From an optimization exercise on the open Yosys and OpenROAD flow, aimed at small area; shortcuts taken in it are not production practice. Only simulation tests tie the RTL to the original design; equivalence was not proved. No activity file was given, so power comes from the tool's default toggle rates.

== build 61 ==
## sd_dac_top
module sd_dac_top (
    input               clk,
    input               rst_n,
    input               tone_en,
    input        [31:0] phase_increment,
    input signed [15:0] sample_in,
    output              sample_strobe,
    output              output_pdm_p,
    output              output_pdm_n
);
clock: 15.0 ns
lec_check: 0
cap_margin: 30
core_margin: 2
core_utilization: 40
gpl_timing_driven: 0
slew_margin: 30
run.sh (not shown) runs the stock make flow with config.mk's settings and CLKGATE_MAP_FILE= SYNTH_SCRIPT=/design/flow/synth_recipe.tcl, a recipe that flattens the netlist after the stock synthesis.
The inputs of build 38 differ from those of build 61 as listed below.
Settings: CTS_BUF_LIST: unset -> sky130_fd_sc_hd__clkbuf_16; GPL_TIMING_DRIVEN: 0 -> unset; CTS_CLUSTER_SIZE: unset -> 30; CTS_CLUSTER_DIAMETER: unset -> 100.
[summary]
Taking build 61 as the reference, in build 38 internal reg-to-reg setup slack shows an increase of 0.13 ns; worst slack at placement shows an increase of 2.27 ns; via count shows a reduction of 1158.
Build 38 against build 61: fraction of power consumed by the clock network decreased by 14 points relative to the old numbers, portion of the layout cell area used by clock cells went down by 4.4 points, met3 track demand over resource in global routing -1.8 points.
The following lists how build 42 was set up differently from build 38:
Settings: clearing CTS_CLUSTER_DIAMETER, which used to be 100; swapping 30 for 20 in CTS_CLUSTER_SIZE.
==> comparison <==
In build 42, sequential share of layout area is lower than in build 38.
Compared with build 38, in build 42 minimum setup slack among reg-to-reg paths went up 0.03 ns, wire length reported by the detailed router went up 1.8%, number of port buffers held.

---

## oak
Another version of the RTL of sd_dac_top (not shown whole).
For scale: roughly 4,400 cells after synthesis, ~1,600 flip-flops, about 54 I/O pins, ~54,000 um^2 of cells after synthesis.
==> flow/config.mk <==
export PLATFORM = sky130hd
export DESIGN_NAME = sd_dac_top
export DESIGN_NICKNAME = sd_dac_top
export VERILOG_FILES = /design/flow/design.v
export SDC_FILE = /design/flow/constraint.sdc
export NUM_CORES = 8
export LEC_CHECK = 0
export ABC_AREA = 1
export CAP_MARGIN = 10
export CORE_MARGIN = 2
export CORE_UTILIZATION = 45
export CTS_BUF_LIST = sky130_fd_sc_hd__clkbuf_8
export CTS_CLUSTER_DIAMETER = 100
export CTS_CLUSTER_SIZE = 15
export GPL_TIMING_DRIVEN = 0
export SLEW_MARGIN = 10
==> flow/constraint.sdc <==
create_clock -name core_clock -period 15.0 [get_ports {clk}]
set_input_delay 3.0000 -clock core_clock [delete_from_list [all_inputs] [get_ports {clk}]]
set_output_delay 3.0000 -clock core_clock [all_outputs]
set_load 0.01 [all_outputs]
standard.sh (not shown) runs the stock make flow with config.mk's settings and CLKGATE_MAP_FILE= SYNTH_SCRIPT=/design/flow/synth_recipe.tcl, a recipe that flattens the netlist after the stock synthesis.
==> flow/flow/run.sh <==
#!/bin/bash
# The standard layout, with a different synthesis of the same RTL:
#  - the standard synthesis is run first, for the names and cell types of its registers;
#  - then the whole flow runs with flow/synth.tcl as the synthesis script (Yosys's quick ABC pass
#    skipped, registers renamed to the standard names) and with flow/abc_area.script, an
#    area-oriented ABC script, in a copy of ORFS's scripts (ABC_AREA=1 in config.mk selects it).
set -euo pipefail
W=$(pwd)
RES="$W/orfs/results/$FLOW_PLATFORM/sd_dac_top/base"

bash "$W/standard.sh" synth > "$W/standard_synth.log" 2>&1
python3 "$W/flow/regs.py" "$RES/1_2_yosys.v" > "$W/standard_regs.txt"
cp "$RES/1_2_yosys.v" "$W/standard_synth.v"
rm -rf "$W/orfs"

rm -rf "$W/scripts"
cp -r "$FLOW_HOME/scripts" "$W/scripts"
cp "$W/flow/abc_area.script" "$W/scripts/abc_area.script"
REF_REGS="$W/standard_regs.txt" bash "$W/standard.sh" SCRIPTS_DIR="$W/scripts" \
  SYNTH_SCRIPT="$W/flow/synth.tcl" BUFFER_PORTS_ARGS="-buffer_cell sky130_fd_sc_hd__buf_1" finish > "$W/flow.log" 2>&1
==> flow/flow/abc_area.script <==
strash
dch -f
map -a
mfs2
strash
dch -f
map -a
topo
Other scripts of this flow, unchanged in this note and not shown: flow/flow/regs.py, flow/flow/synth.tcl
oak did not stop at any stage, and its layout met the timing, DRC and antenna checks.
Modified inputs, pine compared to oak
-- flow/flow/abc_area.script --
<<< oak, line 9
>>> pine, line 9
stime -c
buffer -c
upsize -c
dnsize -c
-- flow/config.mk --
<<< oak, line 11
export CORE_UTILIZATION = 45
>>> pine, line 11
export CORE_UTILIZATION = 40
<<< oak, line 14
export CTS_CLUSTER_SIZE = 15
>>> pine, line 14
export CTS_CLUSTER_SIZE = 16
--- outcome ---
Summary of pine over oak: minimum clock period after layout saw an increase, final instance area saw an increase, total chip power saw a decrease, mux contribution to synthesized area saw little to no change. On pine: register-to-register slack is 0.03 ns lower than what oak gave. Compared with oak, pine shows global-route usage lower by 0.48 points. Count of mapped cells out of synthesis went up by a few percent going from oak to pine. Wire length on met3: lower on oak. When the final numbers for pine and oak were put side by side, the TritonCTS buffer count turned out to be smaller in pine. pine: depth of the worst register-to-register path is 2.9% higher than what oak reported.
> inputs changed (pine -> birch)
-- flow/flow/run.sh --
<<< pine, line 20
  SYNTH_SCRIPT="$W/flow/synth.tcl" BUFFER_PORTS_ARGS="-buffer_cell sky130_fd_sc_hd__buf_1" finish > "$W/flow.log" 2>&1
>>> birch, line 20
  SYNTH_SCRIPT="$W/flow/synth.tcl" finish > "$W/flow.log" 2>&1
==> flow/flow/abc_area.script <==
strash
dch -f
map -a
mfs2
strash
dch -f
map -a
topo
==> run summary <==
Compared with pine, birch shows area after synthesis lower by 1.5%. Going from pine to birch, the post-synthesis instance total was found to have gone down by 4.0%. birch vs pine: via count of the first global-routing pass down by a few percent. Simple logic cell fraction of the synthesized area: birch vs pine, no meaningful difference. The sequential share of layout area reported for birch is smaller than that of pine by 0.18 points. Going from pine to birch, total routing resource utilization after global routing went down; xor and xnor area share after synthesis essentially unchanged; pre-CTS worst setup slack now smaller; global-route wire length before repair decreased about 8%.

---

== xenon ==
sd_dac_top, a different RTL version from the one above (not shown whole).
Size: ~4700 cells after synthesis, ~1600 flip-flops, ~59000 um2 of cells after synthesis.
==> flow/config.mk <==
export PLATFORM = sky130hd
export DESIGN_NAME = sd_dac_top
export DESIGN_NICKNAME = sd_dac_top
export VERILOG_FILES = /design/flow/design.v
export SDC_FILE = /design/flow/constraint.sdc
export NUM_CORES = 8
export LEC_CHECK = 0
export CAP_MARGIN = 30
export CORE_MARGIN = 2
export CORE_UTILIZATION = 40
export CTS_BUF_LIST = sky130_fd_sc_hd__clkbuf_16
export CTS_CLUSTER_DIAMETER = 100
export CTS_CLUSTER_SIZE = 25
export GPL_TIMING_DRIVEN = 0
export SLEW_MARGIN = 30
==> flow/constraint.sdc <==
create_clock -name core_clock -period 15.0 [get_ports {clk}]
set_input_delay 3.0000 -clock core_clock [delete_from_list [all_inputs] [get_ports {clk}]]
set_output_delay 3.0000 -clock core_clock [all_outputs]
set_load 0.01 [all_outputs]
run.sh (not shown) runs the stock make flow with config.mk's settings and CLKGATE_MAP_FILE= SYNTH_SCRIPT=/design/flow/synth_recipe.tcl, a recipe that flattens the netlist after the stock synthesis.
Stock flow here: none of the scripts above is used.
Every stage of the flow completed for xenon, and the final layout passed the timing, DRC and antenna checks.
For quartz, these inputs were changed with respect to xenon:
Settings: ABC_AREA now 1, previously not set.
==> flow/flow/run.sh (new file) <==
#!/bin/bash
# The standard layout, with one change: synthesis maps the logic with an area-oriented ABC
# script (flow/abc_area.script, selected by ABC_AREA=1 in config.mk) instead of ORFS's.
set -euo pipefail
W=$(pwd)
rm -rf "$W/scripts"
cp -r "$FLOW_HOME/scripts" "$W/scripts"
cp "$W/flow/abc_area.script" "$W/scripts/abc_area.script"
bash "$W/standard.sh" SCRIPTS_DIR="$W/scripts" finish > "$W/standard_flow.log" 2>&1
==> flow/flow/abc_area.script (new file) <==
strash
dch -f
map -a
mfs2
strash
dch -f
map -a
topo
==> flow/standard.sh (new file) <==
#!/bin/bash
# synth_recipe.tcl (not shown) runs the flow's synth.tcl, then flattens the netlist and writes it again
# the make line also repeats each setting of config.mk as NAME=value (left out here)
make -C /OpenROAD-flow-scripts/flow DESIGN_CONFIG=/design/flow/config.mk WORK_HOME=/design/flow/orfs CLKGATE_MAP_FILE= SYNTH_SCRIPT=/design/flow/synth_recipe.tcl "${@:-finish}"
removed: flow/run.sh
Results
[quartz] combinational power fell about 13% relative to xenon. | minimum period implied by the final worst setup slack | quartz vs xenon | 0.10 ns higher |. Data required time at the worst endpoint sits lower in quartz than in xenon. | highest fanout seen on the critical path | lower: xenon |. In the route summary, quartz ends up with a via count below that of xenon. Between quartz and xenon, the number of instances in the synthesized netlist is lower for xenon.

---

sd_dac_top, a different RTL version from the one above (not shown whole).
Size in the first run: about 4200 cells after synthesis, about 1500 flip-flops, about 54 I/O pins, roughly 54000 um2 of cells after synthesis.
Settings: LEC_CHECK=0, ABC_AREA=1, CAP_MARGIN=10, CORE_MARGIN=2, CORE_UTILIZATION=40, CTS_BUF_LIST=sky130_fd_sc_hd__clkbuf_8, CTS_CLUSTER_DIAMETER=100, CTS_CLUSTER_SIZE=15, GPL_TIMING_DRIVEN=0, PLACE_DENSITY=0.9, SLEW_MARGIN=10; clock period 15.0 ns.
standard.sh (not shown) runs the stock make flow with config.mk's settings and CLKGATE_MAP_FILE= SYNTH_SCRIPT=/design/flow/synth_recipe.tcl, a recipe that flattens the netlist after the stock synthesis.
==> flow/flow/run.sh <==
#!/bin/bash
# The standard layout, with a different synthesis of the same RTL:
#  - the standard synthesis is run first, for the names and cell types of its registers;
#  - then the whole flow runs with flow/synth.tcl as the synthesis script (Yosys's quick ABC pass
#    skipped, registers renamed to the standard names) and with flow/abc_area.script, an
#    area-oriented ABC script, in a copy of ORFS's scripts (ABC_AREA=1 in config.mk selects it);
#  - the input and output ports are buffered with sky130_fd_sc_hd__buf_1.
# Each step's full output: standard_synth.log, flow.log, and ORFS's logs under orfs/logs.
set -euo pipefail
W=$(pwd)
RES="$W/orfs/results/$FLOW_PLATFORM/sd_dac_top/base"

bash "$W/standard.sh" synth > "$W/standard_synth.log" 2>&1
python3 "$W/flow/regs.py" "$RES/1_2_yosys.v" > "$W/standard_regs.txt"
cp "$RES/1_2_yosys.v" "$W/standard_synth.v"
rm -rf "$W/orfs"

rm -rf "$W/scripts"
cp -r "$FLOW_HOME/scripts" "$W/scripts"
cp "$W/flow/abc_area.script" "$W/scripts/abc_area.script"
REF_REGS="$W/standard_regs.txt" bash "$W/standard.sh" SCRIPTS_DIR="$W/scripts" \
  SYNTH_SCRIPT="$W/flow/synth.tcl" BUFFER_PORTS_ARGS="-buffer_cell sky130_fd_sc_hd__buf_1" finish > "$W/flow.log" 2>&1
Other scripts of this flow, unchanged in this note and not shown: flow/flow/abc_area.script, flow/flow/regs.py, flow/flow/synth.tcl
The first run completed without violations.
==> next run, changes <==
--- a/flow/flow/run.sh
+++ b/flow/flow/run.sh
@@ -6,3 +6 @@
-#    area-oriented ABC script, in a copy of ORFS's scripts (ABC_AREA=1 in config.mk selects it);
-#  - the input and output ports are buffered with sky130_fd_sc_hd__buf_1.
-# Each step's full output: standard_synth.log, flow.log, and ORFS's logs under orfs/logs.
+#    area-oriented ABC script, in a copy of ORFS's scripts (ABC_AREA=1 in config.mk selects it).
PLACE_DENSITY = unset   (was 0.9)
Effect: Power hardly moves. Register-to-register slack improved by 0.22 ns. Sequential cell count stays the same. Sequential power is about the same. Non-clock buffer count rises by 2. First-iteration DRC count went down by 32%.
==> next run, changes <==
--- a/flow/flow/run.sh
+++ b/flow/flow/run.sh
@@ -6 +6,3 @@
-#    area-oriented ABC script, in a copy of ORFS's scripts (ABC_AREA=1 in config.mk selects it).
+#    area-oriented ABC script, in a copy of ORFS's scripts (ABC_AREA=1 in config.mk selects it);
+#  - the input and output ports are buffered with sky130_fd_sc_hd__buf_1.
+# Each step's full output: standard_synth.log, flow.log, and ORFS's logs under orfs/logs.
PLACE_DENSITY = 0.75   (was unset)
Final cell count is about the same; cell area barely changes; non-clock buffer count falls by 4; clock-buffer cell count is unchanged; clock power barely changes; sequential power stays flat; worst setup slack degrades by 0.034 ns; critical path depth stays the same; synthesized area is unchanged; via count rises by 1.8%.
==> next run, changes <==
CTS_CLUSTER_DIAMETER = 60   (was 100)
PLACE_DENSITY = unset   (was 0.75)
Result: The new run completed with no timing, DRC or antenna violations; cell area climbs by 1.0%; cell count climbs by 0.55%; clock skew drops by 0.0055 ns; area after synthesis stays the same; routed wire length climbs by 0.55%; sequential power hardly moves; register-to-register slack improves by 0.05 ns; worst setup slack improves by 0.058 ns.

---

## run 1
RTL: one of the versions met above, not the one the previous note started from.
Size in the first run: ~4400 cells after synthesis, ~54 I/O pins, ~54000 um2 of cells after synthesis.
==> flow/config.mk <==
export PLATFORM = sky130hd
export DESIGN_NAME = sd_dac_top
export DESIGN_NICKNAME = sd_dac_top
export VERILOG_FILES = /design/flow/design.v
export SDC_FILE = /design/flow/constraint.sdc
export NUM_CORES = 8
export LEC_CHECK = 0
export ABC_AREA = 1
export CAP_MARGIN = 30
export CORE_MARGIN = 2
export CORE_UTILIZATION = 40
export CTS_BUF_LIST = sky130_fd_sc_hd__clkbuf_16
export CTS_CLUSTER_DIAMETER = 100
export CTS_CLUSTER_SIZE = 25
export GPL_TIMING_DRIVEN = 0
export SLEW_MARGIN = 30
==> flow/constraint.sdc <==
create_clock -name core_clock -period 15.0 [get_ports {clk}]
set_input_delay 3.0000 -clock core_clock [delete_from_list [all_inputs] [get_ports {clk}]]
set_output_delay 3.0000 -clock core_clock [all_outputs]
set_load 0.01 [all_outputs]
==> flow/flow/run.sh <==
#!/bin/bash
# The standard layout, with a different synthesis of the same RTL:
#  - the standard synthesis is run first, for the names and cell types of its registers;
#  - then the whole flow runs with flow/synth.tcl as the synthesis script (Yosys's quick ABC pass
#    skipped, registers renamed to the standard names) and with flow/abc_area.script, an
#    area-oriented ABC script, in a copy of ORFS's scripts (ABC_AREA=1 in config.mk selects it).
set -euo pipefail
W=$(pwd)
RES="$W/orfs/results/$FLOW_PLATFORM/sd_dac_top/base"

bash "$W/standard.sh" synth > "$W/standard_synth.log" 2>&1
python3 "$W/flow/regs.py" "$RES/1_2_yosys.v" > "$W/standard_regs.txt"
cp "$RES/1_2_yosys.v" "$W/standard_synth.v"
rm -rf "$W/orfs"

rm -rf "$W/scripts"
cp -r "$FLOW_HOME/scripts" "$W/scripts"
cp "$W/flow/abc_area.script" "$W/scripts/abc_area.script"
REF_REGS="$W/standard_regs.txt" bash "$W/standard.sh" SCRIPTS_DIR="$W/scripts" \
  SYNTH_SCRIPT="$W/flow/synth.tcl" finish > "$W/flow.log" 2>&1
Other scripts of this flow, unchanged in this note and not shown: flow/flow/abc_area.script, flow/flow/regs.py, flow/flow/synth.tcl
--- input diff run 1..run 2 ---
diff --git a/flow/config.mk b/flow/config.mk
--- a/flow/config.mk
+++ b/flow/config.mk
@@ -11,5 +11,5 @@
 export CORE_UTILIZATION = 40
-export CTS_BUF_LIST = sky130_fd_sc_hd__clkbuf_16
+export CTS_BUF_LIST = sky130_fd_sc_hd__clkbuf_8
 export CTS_CLUSTER_DIAMETER = 100
-export CTS_CLUSTER_SIZE = 25
+export CTS_CLUSTER_SIZE = 16
 export GPL_TIMING_DRIVEN = 0
### Flow results
Signed area change from the synthesized netlist to the final layout ended up 0.98 points lower on run 2 than on run 1.
Measured against each other, run 2 and run 1 differ in headroom to the max-slew limit, the lower figure coming from run 2.
Of run 2 and run 1, it is run 2 that has the lower total power.
Higher sequential fraction of design power among run 2 and run 1: run 2
Final wirelength of run 1 is on par with run 2.
~same global router's overall resource usage in run 2 and run 1

---

sd_dac_top with an RTL version that a note above also has.
Size: ~4200 cells after synthesis, roughly 1500 flip-flops, roughly 0.054 mm² of cells after synthesis.
==> flow/config.mk <==
export PLATFORM = sky130hd
export DESIGN_NAME = sd_dac_top
export DESIGN_NICKNAME = sd_dac_top
export VERILOG_FILES = /design/flow/design.v
export SDC_FILE = /design/flow/constraint.sdc
export NUM_CORES = 8
export LEC_CHECK = 0
export ABC_AREA = 1
export CAP_MARGIN = 10
export CORE_MARGIN = 2
export CORE_UTILIZATION = 50
export CTS_BUF_LIST = sky130_fd_sc_hd__clkbuf_8
export CTS_CLUSTER_DIAMETER = 100
export CTS_CLUSTER_SIZE = 15
export GPL_TIMING_DRIVEN = 0
export SLEW_MARGIN = 10
==> flow/constraint.sdc <==
create_clock -name core_clock -period 15.0 [get_ports {clk}]
set_input_delay 3.0000 -clock core_clock [delete_from_list [all_inputs] [get_ports {clk}]]
set_output_delay 3.0000 -clock core_clock [all_outputs]
set_load 0.01 [all_outputs]
==> flow/flow/run.sh <==
#!/bin/bash
# The standard layout, with a different synthesis of the same RTL:
#  - the standard synthesis is run first, for the names and cell types of its registers;
#  - then the whole flow runs with flow/synth.tcl as the synthesis script (Yosys's quick ABC pass
#    skipped, registers renamed to the standard names) and with flow/abc_area.script, an
#    area-oriented ABC script, in a copy of ORFS's scripts (ABC_AREA=1 in config.mk selects it).
set -euo pipefail
W=$(pwd)
RES="$W/orfs/results/$FLOW_PLATFORM/sd_dac_top/base"

bash "$W/standard.sh" synth > "$W/standard_synth.log" 2>&1
python3 "$W/flow/regs.py" "$RES/1_2_yosys.v" > "$W/standard_regs.txt"
cp "$RES/1_2_yosys.v" "$W/standard_synth.v"
rm -rf "$W/orfs"

rm -rf "$W/scripts"
cp -r "$FLOW_HOME/scripts" "$W/scripts"
cp "$W/flow/abc_area.script" "$W/scripts/abc_area.script"
REF_REGS="$W/standard_regs.txt" bash "$W/standard.sh" SCRIPTS_DIR="$W/scripts" \
  SYNTH_SCRIPT="$W/flow/synth.tcl" BUFFER_PORTS_ARGS="-buffer_cell sky130_fd_sc_hd__buf_1" finish > "$W/flow.log" 2>&1
Other scripts of this flow, unchanged in this note and not shown: flow/flow/abc_area.script, flow/flow/regs.py, flow/flow/synth.tcl
Rerun with:
--- a/flow/flow/run.sh
+++ b/flow/flow/run.sh
@@ -6 +6,3 @@
-#    area-oriented ABC script, in a copy of ORFS's scripts (ABC_AREA=1 in config.mk selects it).
+#    area-oriented ABC script, in a copy of ORFS's scripts (ABC_AREA=1 in config.mk selects it);
+#  - the input and output ports are buffered with sky130_fd_sc_hd__buf_1.
+# Each step's full output: standard_synth.log, flow.log, and ORFS's logs under orfs/logs.
CORE_UTILIZATION = 40   (was 50)
=>
- The changed run finished with timing, DRC and antenna clean
- routed wire length drops by 2.2%
- cell count came out higher by 6.1%
- setup slack got worse by 0.0038 ns
- sequential share of layout area is lower by 0.40 points
- design area increases by 0.74%
- count of clock-buffer cells in the layout is lower by 1
- global-route usage came out lower by 4.7 points

re-timing with driven ports:
The results above use ideal ports. As a check the final layouts listed here were re-extracted and re-timed, cells and wires unchanged.
Step 1: set_driving_cell puts a clkbuf_16 on clk and a buf_2 on each other input, an assumption about the parent block.
Step 2 adds t to the input delays and takes it off the output delays; t is the mean of the earliest and latest rising clock arrival at the registers after step 1. Input paths then give back, and output paths get back, about the clock's delay inside the block.
Three values: no drivers, after step 1, after step 2; two values: the first two.
| run | t, ns | setup slack, ns | worst setup path at the end | clock arrival spread, ns | worst slew at a driven data input, ns |
|---|---|---|---|---|---|
| build 61 | 0.837 | 0.288 / 0.288 / -0.279 | input to register | 0.072 / 0.072 | 0.07 |
| build 38 | 0.757 | 0.418 / 0.418 / -0.228 | input to register | 0.054 / 0.054 | 0.04 |
| build 42 | 0.843 | 0.445 / 0.445 / -0.301 | input to register | 0.078 / 0.078 | 0.04 |
| oak | 0.860 | 0.518 / 0.552 / -0.308 | input to register | 0.088 / 0.088 | 0.07 |
| pine | 0.922 | 0.412 / 0.455 / -0.467 | input to register | 0.104 / 0.104 | 0.09 |
| birch | 0.897 | 0.339 / 0.370 / -0.526 | input to register | 0.076 / 0.077 | 0.06 |
| xenon | 0.772 | 0.499 / 0.533 / -0.239 | input to register | 0.070 / 0.070 | 0.05 |
| quartz | 0.762 | 0.398 / 0.438 / -0.324 | input to register | 0.060 / 0.060 | 0.09 |
| the first run of note 4 | 0.836 | 0.352 / 0.397 / -0.439 | input to register | 0.081 / 0.081 | 0.05 |
| the second run of note 4 | 0.871 | 0.465 / 0.506 / -0.366 | input to register | 0.062 / 0.063 | 0.06 |
| the third run of note 4 | 0.837 | 0.431 / 0.475 / -0.362 | input to register | 0.066 / 0.066 | 0.05 |
| the fourth run of note 4 | 0.903 | 0.489 / 0.532 / -0.371 | input to register | 0.060 / 0.060 | 0.07 |
| run 1 | 0.762 | 0.357 / 0.392 / -0.370 | input to register | 0.048 / 0.048 | 0.06 |
| run 2 | 0.893 | 0.396 / 0.423 / -0.471 | input to register | 0.063 / 0.063 | 0.07 |
| the first run of note 6 | 0.838 | 0.469 / 0.512 / -0.326 | input to register | 0.061 / 0.060 | 0.07 |
| the second run of note 6 | 0.871 | 0.465 / 0.506 / -0.366 | input to register | 0.062 / 0.063 | 0.06 |
Met with ideal ports but missed after step 2: setup timing in every run listed. The setup slack of pine, which loses most, moves by +0.043 ns with the drivers and by -0.879 ns with both steps.
